From an optimization exercise on the open Yosys and OpenROAD flow, aimed at small area; shortcuts taken in it are not production practice.
Only simulation tests tie the RTL to the original design; equivalence was not proved.
Power and IR drop assume default switching activity.

===== flow/run.sh =====
#!/bin/bash
# Standard synthesis, then the hand-mapped netlist (flow/net.v, generated by gen/gen3.py) in its
# place when it holds the same flip-flops, then the standard layout with small port buffers and
# clock tree built from clkbuf_4 without dummy loads.
set -uo pipefail
R=orfs/results/${FLOW_PLATFORM}/CRC32/base
bash standard.sh synth > synth.log 2>&1 || exit 1
cp $R/1_2_yosys.v std_1_2_yosys.v
if python3 flow/swap.py $R/1_2_yosys.v flow/net.v > swap.log 2>&1; then
  rm -f $R/1_synth.odb $R/1_synth.sdc
  bash standard.sh synth > synth_odb.log 2>&1 || exit 1
fi
bash standard.sh \
  BUFFER_PORTS_ARGS="-buffer_cell sky130_fd_sc_hd__buf_1" \
  CTS_ARGS="-sink_clustering_enable -sink_clustering_size 20 -sink_clustering_max_diameter 500 -root_buf sky130_fd_sc_hd__clkbuf_4 -buf_list sky130_fd_sc_hd__clkbuf_4 -repair_clock_nets -dont_use_dummy_load" \
  finish > finish.log 2>&1 || exit 1

===== flow/net.v =====
module CRC32(rst_n, clk, sof, eof, data_v, data, full, err);
  input rst_n;
  input clk;
  input sof;
  input eof;
  input data_v;
  input [7:0] data;
  output full;
  output err;
  wire pend;
  wire \s[0] ;
  wire \s[1] ;
  wire \s[2] ;
  wire \s[3] ;
  wire \s[4] ;
  wire \s[5] ;
  wire \s[6] ;
  wire \s[7] ;
  wire \s[8] ;
  wire \s[9] ;
  wire \s[10] ;
  wire \s[11] ;
  wire \s[12] ;
  wire \s[13] ;
  wire \s[14] ;
  wire \s[15] ;
  wire \s[16] ;
  wire \s[17] ;
  wire \s[18] ;
  wire \s[19] ;
  wire \s[20] ;
  wire \s[21] ;
  wire \s[22] ;
  wire \s[23] ;
  wire \s[24] ;
  wire \s[25] ;
  wire \s[26] ;
  wire \s[27] ;
  wire \s[28] ;
  wire \s[29] ;
  wire \s[30] ;
  wire \s[31] ;
  wire \c[0] ;
  wire \c[1] ;
  wire \c[2] ;
  wire e229;
  wire n1;
  wire n11;
  wire n13;
  wire n15;
  wire n161;
  wire n163;
  wire n164;
  wire n167;
  wire n169;
  wire n17;
  wire n170;
  wire n173;
  wire n175;
  wire n176;
  wire n179;
  wire n181;
  wire n182;
  wire n185;
  wire n187;
  wire n188;
  wire n19;
  wire n191;
  wire n193;
  wire n194;
  wire n197;
  wire n199;
  wire n2;
  wire n200;
  wire n203;
  wire n205;
  wire n206;
  wire n21;
  wire n23;
  wire n231;
  wire n232;
  wire n25;
  wire n27;
  wire n29;
  wire n31;
  wire n33;
  wire n35;
  wire n37;
  wire n39;
  wire n41;
  wire n43;
  wire n45;
  wire n47;
  wire n49;
  wire n5;
  wire n51;
  wire n53;
  wire n7;
  wire n9;
  wire q209;
  wire q211;
  wire q213;
  wire q215;
  wire q217;
  wire q219;
  wire q221;
  wire q223;
  wire r225;
  wire r227;
  wire x101;
  wire x103;
  wire x105;
  wire x107;
  wire x109;
  wire x111;
  wire x113;
  wire x115;
  wire x117;
  wire x119;
  wire x121;
  wire x123;
  wire x125;
  wire x127;
  wire x129;
  wire x131;
  wire x133;
  wire x135;
  wire x137;
  wire x139;
  wire x141;
  wire x143;
  wire x145;
  wire x147;
  wire x149;
  wire x151;
  wire x153;
  wire x155;
  wire x157;
  wire x159;
  wire x55;
  wire x57;
  wire x59;
  wire x61;
  wire x63;
  wire x65;
  wire x67;
  wire x69;
  wire x71;
  wire x73;
  wire x75;
  wire x77;
  wire x79;
  wire x81;
  wire x83;
  wire x85;
  wire x87;
  wire x89;
  wire x91;
  wire x93;
  wire x95;
  wire x97;
  wire x99;
  sky130_fd_sc_hd__dfxtp_1 \s[0]$_DFF_P_  (.CLK(clk), .D(n163), .Q(\s[0] ));
  sky130_fd_sc_hd__dfxtp_1 \s[1]$_DFF_P_  (.CLK(clk), .D(n169), .Q(\s[1] ));
  sky130_fd_sc_hd__dfxtp_1 \s[2]$_DFF_P_  (.CLK(clk), .D(n175), .Q(\s[2] ));
  sky130_fd_sc_hd__dfxtp_1 \s[3]$_DFF_P_  (.CLK(clk), .D(n181), .Q(\s[3] ));
  sky130_fd_sc_hd__dfxtp_1 \s[4]$_DFF_P_  (.CLK(clk), .D(n187), .Q(\s[4] ));
  sky130_fd_sc_hd__dfxtp_1 \s[5]$_DFF_P_  (.CLK(clk), .D(n193), .Q(\s[5] ));
  sky130_fd_sc_hd__dfxtp_1 \s[6]$_DFF_P_  (.CLK(clk), .D(n199), .Q(\s[6] ));
  sky130_fd_sc_hd__dfxtp_1 \s[7]$_DFF_P_  (.CLK(clk), .D(n205), .Q(\s[7] ));
  sky130_fd_sc_hd__dfxtp_1 \s[8]$_DFF_P_  (.CLK(clk), .D(n7), .Q(\s[8] ));
  sky130_fd_sc_hd__dfxtp_1 \s[9]$_DFF_P_  (.CLK(clk), .D(n9), .Q(\s[9] ));
  sky130_fd_sc_hd__dfxtp_1 \s[10]$_DFF_P_  (.CLK(clk), .D(n11), .Q(\s[10] ));
  sky130_fd_sc_hd__dfxtp_1 \s[11]$_DFF_P_  (.CLK(clk), .D(n13), .Q(\s[11] ));
  sky130_fd_sc_hd__dfxtp_1 \s[12]$_DFF_P_  (.CLK(clk), .D(n15), .Q(\s[12] ));
  sky130_fd_sc_hd__dfxtp_1 \s[13]$_DFF_P_  (.CLK(clk), .D(n17), .Q(\s[13] ));
  sky130_fd_sc_hd__dfxtp_1 \s[14]$_DFF_P_  (.CLK(clk), .D(n19), .Q(\s[14] ));
  sky130_fd_sc_hd__dfxtp_1 \s[15]$_DFF_P_  (.CLK(clk), .D(n21), .Q(\s[15] ));
  sky130_fd_sc_hd__dfxtp_1 \s[16]$_DFF_P_  (.CLK(clk), .D(n23), .Q(\s[16] ));
  sky130_fd_sc_hd__dfxtp_1 \s[17]$_DFF_P_  (.CLK(clk), .D(n25), .Q(\s[17] ));
  sky130_fd_sc_hd__dfxtp_1 \s[18]$_DFF_P_  (.CLK(clk), .D(n27), .Q(\s[18] ));
  sky130_fd_sc_hd__dfxtp_1 \s[19]$_DFF_P_  (.CLK(clk), .D(n29), .Q(\s[19] ));
  sky130_fd_sc_hd__dfxtp_1 \s[20]$_DFF_P_  (.CLK(clk), .D(n31), .Q(\s[20] ));
  sky130_fd_sc_hd__dfxtp_1 \s[21]$_DFF_P_  (.CLK(clk), .D(n33), .Q(\s[21] ));
  sky130_fd_sc_hd__dfxtp_1 \s[22]$_DFF_P_  (.CLK(clk), .D(n35), .Q(\s[22] ));
  sky130_fd_sc_hd__dfxtp_1 \s[23]$_DFF_P_  (.CLK(clk), .D(n37), .Q(\s[23] ));
  sky130_fd_sc_hd__dfxtp_1 \s[24]$_DFF_P_  (.CLK(clk), .D(n39), .Q(\s[24] ));
  sky130_fd_sc_hd__dfxtp_1 \s[25]$_DFF_P_  (.CLK(clk), .D(n41), .Q(\s[25] ));
  sky130_fd_sc_hd__dfxtp_1 \s[26]$_DFF_P_  (.CLK(clk), .D(n43), .Q(\s[26] ));
  sky130_fd_sc_hd__dfxtp_1 \s[27]$_DFF_P_  (.CLK(clk), .D(n45), .Q(\s[27] ));
  sky130_fd_sc_hd__dfxtp_1 \s[28]$_DFF_P_  (.CLK(clk), .D(n47), .Q(\s[28] ));
  sky130_fd_sc_hd__dfxtp_1 \s[29]$_DFF_P_  (.CLK(clk), .D(n49), .Q(\s[29] ));
  sky130_fd_sc_hd__dfxtp_1 \s[30]$_DFF_P_  (.CLK(clk), .D(n51), .Q(\s[30] ));
  sky130_fd_sc_hd__dfxtp_1 \s[31]$_DFF_P_  (.CLK(clk), .D(n53), .Q(\s[31] ));
  sky130_fd_sc_hd__dfrtp_1 \c[0]$_DFF_PN0_  (.CLK(clk), .D(n232), .Q(\c[0] ), .RESET_B(rst_n));
  sky130_fd_sc_hd__dfrtp_1 \c[1]$_DFF_PN0_  (.CLK(clk), .D(n231), .Q(\c[1] ), .RESET_B(rst_n));
  sky130_fd_sc_hd__dfrtp_1 \c[2]$_DFF_PN0_  (.CLK(clk), .D(\c[1] ), .Q(\c[2] ), .RESET_B(rst_n));
  sky130_fd_sc_hd__dfrtp_1 \pend$_DFF_PN0_  (.CLK(clk), .D(eof), .Q(pend), .RESET_B(rst_n));
  sky130_fd_sc_hd__dfrtp_1 \err$_DFF_PN0_  (.CLK(clk), .D(e229), .Q(err), .RESET_B(rst_n));
  sky130_fd_sc_hd__nor2b_1 g3 (.A(sof), .B_N(data_v), .Y(n1));
  sky130_fd_sc_hd__inv_1 g4 (.A(data_v), .Y(n2));
  sky130_fd_sc_hd__and2_1 g6 (.A(data_v), .B(sof), .X(n5));
  sky130_fd_sc_hd__a221o_1 g8 (.A1(n1), .A2(\s[0] ), .B1(n2), .B2(\s[8] ), .C1(n5), .X(n7));
  sky130_fd_sc_hd__a22o_1 g10 (.A1(n1), .A2(\s[1] ), .B1(n2), .B2(\s[9] ), .X(n9));
  sky130_fd_sc_hd__a22o_1 g12 (.A1(n1), .A2(\s[2] ), .B1(n2), .B2(\s[10] ), .X(n11));
  sky130_fd_sc_hd__a221o_1 g14 (.A1(n1), .A2(\s[3] ), .B1(n2), .B2(\s[11] ), .C1(n5), .X(n13));
  sky130_fd_sc_hd__a22o_1 g16 (.A1(n1), .A2(\s[4] ), .B1(n2), .B2(\s[12] ), .X(n15));
  sky130_fd_sc_hd__a22o_1 g18 (.A1(n1), .A2(\s[5] ), .B1(n2), .B2(\s[13] ), .X(n17));
  sky130_fd_sc_hd__a22o_1 g20 (.A1(n1), .A2(\s[6] ), .B1(n2), .B2(\s[14] ), .X(n19));
  sky130_fd_sc_hd__a22o_1 g22 (.A1(n1), .A2(\s[7] ), .B1(n2), .B2(\s[15] ), .X(n21));
  sky130_fd_sc_hd__a22o_1 g24 (.A1(n1), .A2(\s[8] ), .B1(n2), .B2(\s[16] ), .X(n23));
  sky130_fd_sc_hd__a221o_1 g26 (.A1(n1), .A2(\s[9] ), .B1(n2), .B2(\s[17] ), .C1(n5), .X(n25));
  sky130_fd_sc_hd__a22o_1 g28 (.A1(n1), .A2(\s[10] ), .B1(n2), .B2(\s[18] ), .X(n27));
  sky130_fd_sc_hd__a22o_1 g30 (.A1(n1), .A2(\s[11] ), .B1(n2), .B2(\s[19] ), .X(n29));
  sky130_fd_sc_hd__a22o_1 g32 (.A1(n1), .A2(\s[12] ), .B1(n2), .B2(\s[20] ), .X(n31));
  sky130_fd_sc_hd__a22o_1 g34 (.A1(n1), .A2(\s[13] ), .B1(n2), .B2(\s[21] ), .X(n33));
  sky130_fd_sc_hd__a22o_1 g36 (.A1(n1), .A2(\s[14] ), .B1(n2), .B2(\s[22] ), .X(n35));
  sky130_fd_sc_hd__a22o_1 g38 (.A1(n1), .A2(\s[15] ), .B1(n2), .B2(\s[23] ), .X(n37));
  sky130_fd_sc_hd__a22o_1 g40 (.A1(n1), .A2(\s[16] ), .B1(n2), .B2(\s[24] ), .X(n39));
  sky130_fd_sc_hd__a22o_1 g42 (.A1(n1), .A2(\s[17] ), .B1(n2), .B2(\s[25] ), .X(n41));
  sky130_fd_sc_hd__a221o_1 g44 (.A1(n1), .A2(\s[18] ), .B1(n2), .B2(\s[26] ), .C1(n5), .X(n43));
  sky130_fd_sc_hd__a22o_1 g46 (.A1(n1), .A2(\s[19] ), .B1(n2), .B2(\s[27] ), .X(n45));
  sky130_fd_sc_hd__a22o_1 g48 (.A1(n1), .A2(\s[20] ), .B1(n2), .B2(\s[28] ), .X(n47));
  sky130_fd_sc_hd__a22o_1 g50 (.A1(n1), .A2(\s[21] ), .B1(n2), .B2(\s[29] ), .X(n49));
  sky130_fd_sc_hd__a22o_1 g52 (.A1(n1), .A2(\s[22] ), .B1(n2), .B2(\s[30] ), .X(n51));
  sky130_fd_sc_hd__a22o_1 g54 (.A1(n1), .A2(\s[23] ), .B1(n2), .B2(\s[31] ), .X(n53));
  sky130_fd_sc_hd__xor2_1 g56 (.A(\s[14] ), .B(\s[29] ), .X(x55));
  sky130_fd_sc_hd__xor2_1 g58 (.A(\s[22] ), .B(\s[30] ), .X(x57));
  sky130_fd_sc_hd__xor2_1 g60 (.A(\s[2] ), .B(\s[20] ), .X(x59));
  sky130_fd_sc_hd__xor2_1 g62 (.A(\s[21] ), .B(x59), .X(x61));
  sky130_fd_sc_hd__xor2_1 g64 (.A(\s[5] ), .B(\s[26] ), .X(x63));
  sky130_fd_sc_hd__xor2_1 g66 (.A(\s[28] ), .B(x55), .X(x65));
  sky130_fd_sc_hd__xor2_1 g68 (.A(x57), .B(x63), .X(x67));
  sky130_fd_sc_hd__xor2_1 g70 (.A(\s[1] ), .B(x61), .X(x69));
  sky130_fd_sc_hd__xor2_1 g72 (.A(\s[11] ), .B(\s[16] ), .X(x71));
  sky130_fd_sc_hd__xor2_1 g74 (.A(\s[7] ), .B(x67), .X(x73));
  sky130_fd_sc_hd__xor2_1 g76 (.A(\s[23] ), .B(x55), .X(x75));
  sky130_fd_sc_hd__xor2_1 g78 (.A(x65), .B(x71), .X(x77));
  sky130_fd_sc_hd__xor2_1 g80 (.A(\s[24] ), .B(x69), .X(x79));
  sky130_fd_sc_hd__xor2_1 g82 (.A(\s[15] ), .B(x75), .X(x81));
  sky130_fd_sc_hd__xor2_1 g84 (.A(\s[12] ), .B(x57), .X(x83));
  sky130_fd_sc_hd__xor2_1 g86 (.A(\s[19] ), .B(x77), .X(x85));
  sky130_fd_sc_hd__xor2_1 g88 (.A(\s[18] ), .B(x73), .X(x87));
  sky130_fd_sc_hd__xor2_1 g90 (.A(\s[0] ), .B(\s[8] ), .X(x89));
  sky130_fd_sc_hd__xor2_1 g92 (.A(x79), .B(x83), .X(x91));
  sky130_fd_sc_hd__xor2_1 g94 (.A(\s[3] ), .B(x87), .X(x93));
  sky130_fd_sc_hd__xor2_1 g96 (.A(\s[0] ), .B(x81), .X(x95));
  sky130_fd_sc_hd__xor2_1 g98 (.A(x63), .B(x89), .X(x97));
  sky130_fd_sc_hd__xor2_1 g100 (.A(x61), .B(x65), .X(x99));
  sky130_fd_sc_hd__xor2_1 g102 (.A(\s[17] ), .B(x71), .X(x101));
  sky130_fd_sc_hd__xor2_1 g104 (.A(\s[11] ), .B(x95), .X(x103));
  sky130_fd_sc_hd__xor2_1 g106 (.A(x73), .B(x89), .X(x105));
  sky130_fd_sc_hd__xor2_1 g108 (.A(x91), .B(x103), .X(x107));
  sky130_fd_sc_hd__xor2_1 g110 (.A(x69), .B(x97), .X(x109));
  sky130_fd_sc_hd__xor2_1 g112 (.A(\s[27] ), .B(x85), .X(x111));
  sky130_fd_sc_hd__xor2_1 g114 (.A(\s[8] ), .B(x93), .X(x113));
  sky130_fd_sc_hd__xor2_1 g116 (.A(\s[28] ), .B(x105), .X(x115));
  sky130_fd_sc_hd__xor2_1 g118 (.A(\s[3] ), .B(\s[31] ), .X(x117));
  sky130_fd_sc_hd__xor2_1 g120 (.A(\s[6] ), .B(x115), .X(x119));
  sky130_fd_sc_hd__xor2_1 g122 (.A(\s[18] ), .B(x107), .X(x121));
  sky130_fd_sc_hd__xor2_1 g124 (.A(\s[10] ), .B(x113), .X(x123));
  sky130_fd_sc_hd__xor2_1 g126 (.A(\s[4] ), .B(x111), .X(x125));
  sky130_fd_sc_hd__xnor2_1 g128 (.A(x101), .B(x123), .Y(x127));
  sky130_fd_sc_hd__xnor2_1 g130 (.A(\s[10] ), .B(x121), .Y(x129));
  sky130_fd_sc_hd__xor2_1 g132 (.A(\s[25] ), .B(x99), .X(x131));
  sky130_fd_sc_hd__xor2_1 g134 (.A(\s[23] ), .B(x119), .X(x133));
  sky130_fd_sc_hd__xor2_1 g136 (.A(x85), .B(x109), .X(x135));
  sky130_fd_sc_hd__xor2_1 g138 (.A(x93), .B(x131), .X(x137));
  sky130_fd_sc_hd__xnor2_1 g140 (.A(\s[5] ), .B(x91), .Y(x139));
  sky130_fd_sc_hd__xor2_1 g142 (.A(x81), .B(x117), .X(x141));
  sky130_fd_sc_hd__xor2_1 g144 (.A(data[5]), .B(data[7]), .X(x143));
  sky130_fd_sc_hd__xor2_1 g146 (.A(data[1]), .B(data[6]), .X(x145));
  sky130_fd_sc_hd__xor2_1 g148 (.A(data[0]), .B(data[4]), .X(x147));
  sky130_fd_sc_hd__xor2_1 g150 (.A(x145), .B(x147), .X(x149));
  sky130_fd_sc_hd__xor2_1 g152 (.A(data[3]), .B(x145), .X(x151));
  sky130_fd_sc_hd__xor2_1 g154 (.A(data[2]), .B(data[3]), .X(x153));
  sky130_fd_sc_hd__xor2_1 g156 (.A(data[1]), .B(x143), .X(x155));
  sky130_fd_sc_hd__xor2_1 g158 (.A(data[7]), .B(x149), .X(x157));
  sky130_fd_sc_hd__xor2_1 g160 (.A(data[4]), .B(x155), .X(x159));
  sky130_fd_sc_hd__nor2_1 g162 (.A(x133), .B(sof), .Y(n161));
  sky130_fd_sc_hd__xor2_1 g165 (.A(x153), .B(n161), .X(n164));
  sky130_fd_sc_hd__a22o_1 g166 (.A1(data_v), .A2(n164), .B1(n2), .B2(\s[0] ), .X(n163));
  sky130_fd_sc_hd__nor2_1 g168 (.A(x125), .B(sof), .Y(n167));
  sky130_fd_sc_hd__xor2_1 g171 (.A(data[0]), .B(n167), .X(n170));
  sky130_fd_sc_hd__a22o_1 g172 (.A1(data_v), .A2(n170), .B1(n2), .B2(\s[1] ), .X(n169));
  sky130_fd_sc_hd__nor2_1 g174 (.A(x129), .B(sof), .Y(n173));
  sky130_fd_sc_hd__xor2_1 g177 (.A(x159), .B(n173), .X(n176));
  sky130_fd_sc_hd__a22o_1 g178 (.A1(data_v), .A2(n176), .B1(n2), .B2(\s[2] ), .X(n175));
  sky130_fd_sc_hd__nor2_1 g180 (.A(x137), .B(sof), .Y(n179));
  sky130_fd_sc_hd__xnor2_1 g183 (.A(x147), .B(n179), .Y(n182));
  sky130_fd_sc_hd__a22o_1 g184 (.A1(data_v), .A2(n182), .B1(n2), .B2(\s[3] ), .X(n181));
  sky130_fd_sc_hd__nor2_1 g186 (.A(x139), .B(sof), .Y(n185));
  sky130_fd_sc_hd__xnor2_1 g189 (.A(data[2]), .B(n185), .Y(n188));
  sky130_fd_sc_hd__a22o_1 g190 (.A1(data_v), .A2(n188), .B1(n2), .B2(\s[4] ), .X(n187));
  sky130_fd_sc_hd__nor2_1 g192 (.A(x127), .B(sof), .Y(n191));
  sky130_fd_sc_hd__xnor2_1 g195 (.A(x143), .B(n191), .Y(n194));
  sky130_fd_sc_hd__a22o_1 g196 (.A1(data_v), .A2(n194), .B1(n2), .B2(\s[5] ), .X(n193));
  sky130_fd_sc_hd__nor2_1 g198 (.A(x141), .B(sof), .Y(n197));
  sky130_fd_sc_hd__xnor2_1 g201 (.A(x157), .B(n197), .Y(n200));
  sky130_fd_sc_hd__a22o_1 g202 (.A1(data_v), .A2(n200), .B1(n2), .B2(\s[6] ), .X(n199));
  sky130_fd_sc_hd__nor2_1 g204 (.A(x135), .B(sof), .Y(n203));
  sky130_fd_sc_hd__xnor2_1 g207 (.A(x151), .B(n203), .Y(n206));
  sky130_fd_sc_hd__a22o_1 g208 (.A1(data_v), .A2(n206), .B1(n2), .B2(\s[7] ), .X(n205));
  sky130_fd_sc_hd__nand4_1 g210 (.A(\s[4] ), .B(\s[5] ), .C(\s[6] ), .D(\s[9] ), .Y(q209));
  sky130_fd_sc_hd__nand4_1 g212 (.A(\s[11] ), .B(\s[13] ), .C(\s[17] ), .D(\s[18] ), .Y(q211));
  sky130_fd_sc_hd__nand4_1 g214 (.A(\s[22] ), .B(\s[27] ), .C(\s[28] ), .D(\s[29] ), .Y(q213));
  sky130_fd_sc_hd__nor4_1 g216 (.A(\s[0] ), .B(\s[1] ), .C(\s[2] ), .D(\s[3] ), .Y(q215));
  sky130_fd_sc_hd__nor4_1 g218 (.A(\s[7] ), .B(\s[8] ), .C(\s[10] ), .D(\s[12] ), .Y(q217));
  sky130_fd_sc_hd__nor4_1 g220 (.A(\s[14] ), .B(\s[15] ), .C(\s[16] ), .D(\s[19] ), .Y(q219));
  sky130_fd_sc_hd__nor4_1 g222 (.A(\s[20] ), .B(\s[21] ), .C(\s[23] ), .D(\s[24] ), .Y(q221));
  sky130_fd_sc_hd__nor4bb_1 g224 (.A(\s[25] ), .B(\s[26] ), .C_N(\s[30] ), .D_N(\s[31] ), .Y(q223));
  sky130_fd_sc_hd__nand4_1 g226 (.A(q215), .B(q217), .C(q219), .D(q221), .Y(r225));
  sky130_fd_sc_hd__nor4_1 g228 (.A(q209), .B(q211), .C(q213), .D(r225), .Y(r227));
  sky130_fd_sc_hd__a21boi_0 g230 (.A1(q223), .A2(r227), .B1_N(pend), .Y(e229));
  sky130_fd_sc_hd__xor2_1 g233 (.A(\c[2] ), .B(\c[0] ), .X(n231));
  sky130_fd_sc_hd__mux2i_1 g234 (.A0(\c[2] ), .A1(\c[0] ), .S(\c[1] ), .Y(n232));
  sky130_fd_sc_hd__and3_1 g235 (.A(\c[2] ), .B(\c[1] ), .C(\c[0] ), .X(full));
endmodule

===== flow/swap.py =====
# Put the hand-mapped netlist in place of the standard synthesis netlist, if both hold the same
# flip-flops (instance names and cell types) and the same ports; otherwise leave it as it is.
import re, sys
std_path, mine_path = sys.argv[1], sys.argv[2]
std = open(std_path).read()
mine = open(mine_path).read()
FF = re.compile(r'^\s*(sky130_fd_sc_hd__\w*df\w*)\s+(\\\S+\s|\w+)\s*\(', re.M)
def flops(t):
    return sorted((m.group(1), m.group(2).strip()) for m in FF.finditer(t))
def header(t):
    m = re.search(r'module\s+CRC32\s*\(([^)]*)\)', t)
    return re.sub(r'\s+', '', m.group(1)) if m else None
fs, fm = flops(std), flops(mine)
print('standard flops:', len(fs), 'hand netlist flops:', len(fm))
if fs != fm or header(std) != header(mine):
    print('MISMATCH; keeping the standard netlist')
    for a, b in zip(fs, fm):
        if a != b: print(' ', a, b)
    sys.exit(1)
open(std_path, 'w').write(mine)
print('hand netlist in place')

===== standard.sh =====
#!/bin/bash
# synth_recipe.tcl (not shown) runs the flow's synth.tcl, then flattens the netlist and writes it again
# the make line also repeats each setting of config.mk as NAME=value (left out here)
make -C /OpenROAD-flow-scripts/flow DESIGN_CONFIG=/design/flow/config.mk WORK_HOME=/design/flow/orfs CLKGATE_MAP_FILE= SYNTH_SCRIPT=/design/flow/synth_recipe.tcl "${@:-finish}"

===== config.mk =====
export PLATFORM = sky130hd
export DESIGN_NAME = CRC32
export DESIGN_NICKNAME = CRC32
export VERILOG_FILES = /design/flow/design.v
export SDC_FILE = /design/flow/constraint.sdc
export NUM_CORES = 4
export LEC_CHECK = 0
export CAP_MARGIN = 20
export CORE_MARGIN = 2
export CORE_UTILIZATION = 40
export SLEW_MARGIN = 20

===== constraint.sdc =====
create_clock -name core_clock -period 5.0 [get_ports {clk}]
set_input_delay 1.0000 -clock core_clock [delete_from_list [all_inputs] [get_ports {clk}]]
set_output_delay 1.0000 -clock core_clock [all_outputs]
set_load 0.01 [all_outputs]

===== design.v =====
module CRC32(rst_n, clk, sof, eof, data_v, data, full, err);
    input rst_n;
    input clk;
    input sof;
    input eof;
    input data_v;
    input [7:0] data;
    output full;
    output err;
    reg [31:0] s;      
    reg        pend;   
    reg        err;
    reg [2:0]  c;      
    wire ld = data_v & ~sof;
    wire st = data_v & sof;
    wire nv = ~data_v;
    wire [7:0] fs;
    assign fs[0] = s[0] ^ s[5] ^ s[6] ^ s[7] ^ s[8] ^ s[22] ^ s[23] ^ s[26] ^ s[28] ^ s[30];
    assign fs[1] = s[4] ^ s[11] ^ s[14] ^ s[16] ^ s[19] ^ s[27] ^ s[28] ^ s[29];
    assign fs[2] = s[0] ^ s[1] ^ s[2] ^ s[10] ^ s[11] ^ s[12] ^ s[14] ^ s[15] ^ s[18] ^ s[20] ^ s[21] ^ s[22] ^ s[23] ^ s[24] ^ s[29] ^ s[30];
    assign fs[3] = s[2] ^ s[3] ^ s[5] ^ s[7] ^ s[14] ^ s[18] ^ s[20] ^ s[21] ^ s[22] ^ s[25] ^ s[26] ^ s[28] ^ s[29] ^ s[30];
    assign fs[4] = s[1] ^ s[2] ^ s[5] ^ s[12] ^ s[20] ^ s[21] ^ s[22] ^ s[24] ^ s[30];
    assign fs[5] = s[3] ^ s[5] ^ s[7] ^ s[8] ^ s[10] ^ s[11] ^ s[16] ^ s[17] ^ s[18] ^ s[22] ^ s[26] ^ s[30];
    assign fs[6] = s[3] ^ s[14] ^ s[15] ^ s[23] ^ s[29] ^ s[31];
    assign fs[7] = s[0] ^ s[1] ^ s[2] ^ s[5] ^ s[8] ^ s[11] ^ s[14] ^ s[16] ^ s[19] ^ s[20] ^ s[21] ^ s[26] ^ s[28] ^ s[29];
    wire [7:0] dd;
    assign dd[0] = data[2] ^ data[3];
    assign dd[1] = data[0];
    assign dd[2] = data[1] ^ data[4] ^ data[5] ^ data[7];
    assign dd[3] = data[0] ^ data[4];
    assign dd[4] = data[2];
    assign dd[5] = data[5] ^ data[7];
    assign dd[6] = data[0] ^ data[1] ^ data[4] ^ data[6] ^ data[7];
    assign dd[7] = data[1] ^ data[3] ^ data[6];
    wire [7:0] hd = dd ^ (sof ? 8'hF8 : (fs ^ 8'h33));
    always @(posedge clk)
        s[7:0] <= ((dd ^ fs ^ 8'h33) & {8{ld}}) | ((dd ^ 8'hF8) & {8{st}}) | (s[7:0] & {8{nv}});
    always @(posedge clk)
        s[31:8] <= (s[23:0] & {24{ld}}) | (24'h040209 & {24{st}}) | (s[31:8] & {24{nv}});
    always @(posedge clk or negedge rst_n)
        if (!rst_n) begin
            pend <= 1'b0;
            err  <= 1'b0;
            c    <= 3'd0;
        end else begin
            pend <= eof;
            err  <= pend & (s != 32'hF8462A70);
            c    <= {c[1], c[2] ^ c[0], ~(c[1] ? c[0] : c[2])};
        end
    assign full = &c;
endmodule

==> PnR_summary.wiki <==
{| class="wikitable"
! Metric !! Value
|-
| DIE HEIGHT || between 60 and 70 um
|-
| Post-detailed-route DRC marker count || 0
|-
| Filler cell count || ~380
|-
| Data arrival time of the worst path || 3.10 ns
|-
| Worst slew margin || around 34%
|-
| Net count of the finished layout || 190
|-
| Initial core utilization || 42.3%
|-
| Die ar. || between 4000 and 5000 um2
|-
| Start point of the critical path || s[5]$_DFF_P_
|-
| Number of vias per cell after detailed routing || between 5 and 6
|-
| Clk latency of the worst-skew pair || around 0.34 ns
|-
| Total of endpoints with negative setup slack in the final report || 0
|-
| Highest metal layer with signal wires || met4
|-
| Post-CTS setup-driven buffer insertion count || 0
|-
| Average cell area after synthesis || between 10 and 15 um2
|-
| Via count of the first global-routing pass || approximately 1300
|-
| Final hold violation count || 0
|-
| Setup TNS || 0 ns
|-
| Wirelength per Cell || between 15 and 20 um
|-
| Global Route Usage Sum || between 15 and 20%
|-
| Cell with the biggest individual delay on the critical path || dfxtp_1
|-
| Half-perimeter wire length after detailed placement || 2770 um
|-
| Library cell used as clock root buffer || clkbuf_4
|-
| Buffers from clock root to sink, at most || 2
|-
| 1st-pass router iterations || 4
|-
| Number of gates given a new drive strength after cts || 0
|-
| Routed met2 length || 1700 um
|-
| Weighted congestion reported at the end of routability-driven placement || about 0.83
|-
| Startpoint-to-endpoint class of the critical path || reg2reg
|-
| Met1 routed wirelength after detailed routing || 1870 um
|-
| Sort of element at the end of the critical path || flop
|-
| Post-synthesis net count || around 170
|-
| Source of the worst hold timing path || c[1]$_DFF_PN0_
|-
| First-pass GRT wire length || 6420 um
|-
| Final Worst Setup Slack || about 2.1 ns
|-
| Leading cell type in the layout, fill and taps excluded || xor2_1
|-
| Clock Sink Count || 37
|-
| Static leakage || 0.825 nW
|-
| Class of the tightest hold or removal check || reg2reg
|-
| Total clock buffers created by CTS || 5
|-
| Worst slack at placement || around 2.2 ns
|-
| Total overflow reported by the global router || 0
|-
| Area of the core || 4090 um2
|-
| Post-route minimum period || approximately 2.9 ns
|-
| CTS clock-pin slew for the worst setup and hold paths || about 0.11 ns
|-
| Worst clock skew || between 0.01 and 0.015 ns
|-
| I/O Buffers || 14
|-
| Starting DRT DRC Count || 64
|-
| Hold path cells || 0
|-
| Worst-Margin Slew || 0.986 ns
|-
| Reg-to-reg startpoint || s[5]$_DFF_P_
|-
| Max rail drop VDD || about 210 uV
|-
| Sum of routed wire length over all layers || ~3800 um
|-
| Crit Reg-Reg Endpoint || s[5]$_DFF_P_
|-
| Fraction of layout cells with a size suffix above 1 || approximately 3.4%
|-
| Minimum setup slack among reg-to-reg paths || approximately 2.1 ns
|-
| Status || finished clean
|-
| Residual antenna-violating net count after detailed routing || 0
|-
| Std-Cell Rows || 23
|-
| Detailed-route via count || around 1300
|-
| Worst-path cell chain || xor2_1 > xor2_1 > xor2_1 > xor2_1 > xor2_1 > xor2_1 > xor2_1 > xnor2_1 > nor2_1 > xnor2_1 > a22o_1
|-
| Number of max-cap violations || 0
|-
| Most repeated library cell on the critical path || xor2_1
|-
| Area added between synthesis and finish || 9.26%
|-
| Number of cells traversed by the worst register-to-register path || 11
|-
| Startpoint type of the worst setup path || flop
|-
| Synthesized cell area || roughly 1700 um2
|-
| Htree depth || 2
|-
| TritonCTS clock tree || yes
|-
| Unrepaired setup endpoints after global routing || false
|-
| Diodes inserted || 0
|-
| Period utilization || 57.4%
|-
| Total count of max-transition violations in the final report || 0
|-
| Most frequent cells in the layout || xor2_1 (54), dfxtp_1 (32), a22o_1 (28)
|-
| Met3 routed wirelength || roughly 130 um
|-
| Critical Path Fanout Max || 5
|-
| I/O Pins || 15
|-
| Hold buffer count at CTS || 0
|-
| Cell count after synthesis || about 160
|-
| Endpoint of the worst hold-timing path || c[2]$_DFF_PN0_
|-
| Synth warn || 1
|-
| Number of antenna violations at the first check in global routing || 0
|-
| Required arrival time at the worst endpoint || around 5.2 ns
|-
| Maximum single-stage delay on the critical path || between 0.4 and 0.5 ns
|-
| Largest net degree at the start of global routing || 33
|-
| Maximum clock rate || 349 MHz
|-
| Power Density || ~700 nW/um2
|-
| Chip width || approximately 70 um
|}
==> metrics by stage <==
step	instance area [um2]	hold slack, ns	std cells	total power (W)	util [%]
after floorplan	1730	0.387	155	0.00105	-
after global placement	1850	0.400	220	0.00118	45.3
after detailed placement	1850	0.410	220	0.00118	45.3
after CTS	1890	0.440	225	0.00132	46.3
after global routing	1890	0.455	225	0.00142	46.3
final	1890	0.443	225	0.00132	46.3
==> how the worst max path moves through the flow <==
stage,cells past startpoint,end,slack (ns)
6_report,11,s[5]$_DFF_P_,2.13
5_1_grt,11,s[5]$_DFF_P_,1.91
4_1_cts,11,s[5]$_DFF_P_,2.14
3_5_place_dp,11,s[5]$_DFF_P_,2.17
3_3_place_gp,11,s[5]$_DFF_P_,2.21
2_1_floorplan,11,s[5]$_DFF_P_,2.52
==> worst max-delay path: cells and delay by family (launching register included) <==
kind / cells / cell delay (ns)
AND/OR/NAND/NOR: 1 / 0.08
flip-flops: 1 / 0.48
XOR/XNOR: 9 / 2.00
AO/OA/AOI/OAI: 1 / 0.22
==> flip-flops by register name, summed over array words and instances (netlist names) <==
| register | count |
|---|---|
| err | 1 |
| c | 3 |
| s | 32 |
| pend | 1 |
==> area by class of cell <==
cell class	instances	area, um2	share of cell area (%)
multi-input cells	117	961	50.8
well taps	50	62.6	3.31
flip-flops and latches	37	766	40.5
clock buffers	5	37.5	1.99
repair buffers	15	60.1	3.18
inverters	1	3.75	0.199
==> where the power goes <==
group | switching, W | leakage [nW] | internal, W
Sequential | 0.0000998 | 0.326 | 0.000364
Combinational | 0.000362 | 0.476 | 0.000356
Clock | 0.0000883 | 0.0230 | 0.0000470
==> per-layer routing <==
layer / up-vias / track usage (%)
met1: 617 / 22.6
met2: 25 / 25.1
met5: - / 0
met4: 0 / 6.20
met3: 9 / 5.23
li1: 605 / -

what the ideal ports hide:
How much do the figures lean on ideal ports? The routed layout below was timed once more, with nothing changed but the port constraints. Step 1 (the two cells are an assumption about what drives the block):
set clk [get_ports {clk}]
set_driving_cell -lib_cell sky130_fd_sc_hd__clkbuf_16 $clk
set_driving_cell -lib_cell sky130_fd_sc_hd__buf_2 [delete_from_list [all_inputs] $clk]
Step 2 also shifts input and output timing later by t, the mid clock arrival at the registers, as if the neighbouring blocks saw the same clock. Three values: ideal ports, drivers, drivers and shift; two values: the first two.
t (ns): 0.354
setup slack, ns: 2.131 / 2.131 / 2.131
hold slack, ns: 0.443 / 0.443 / 0.443
After both steps this run still meets setup and hold. For this run, drivers alone change the setup slack by 0.000 ns; drivers and shift together by 0.000 ns.
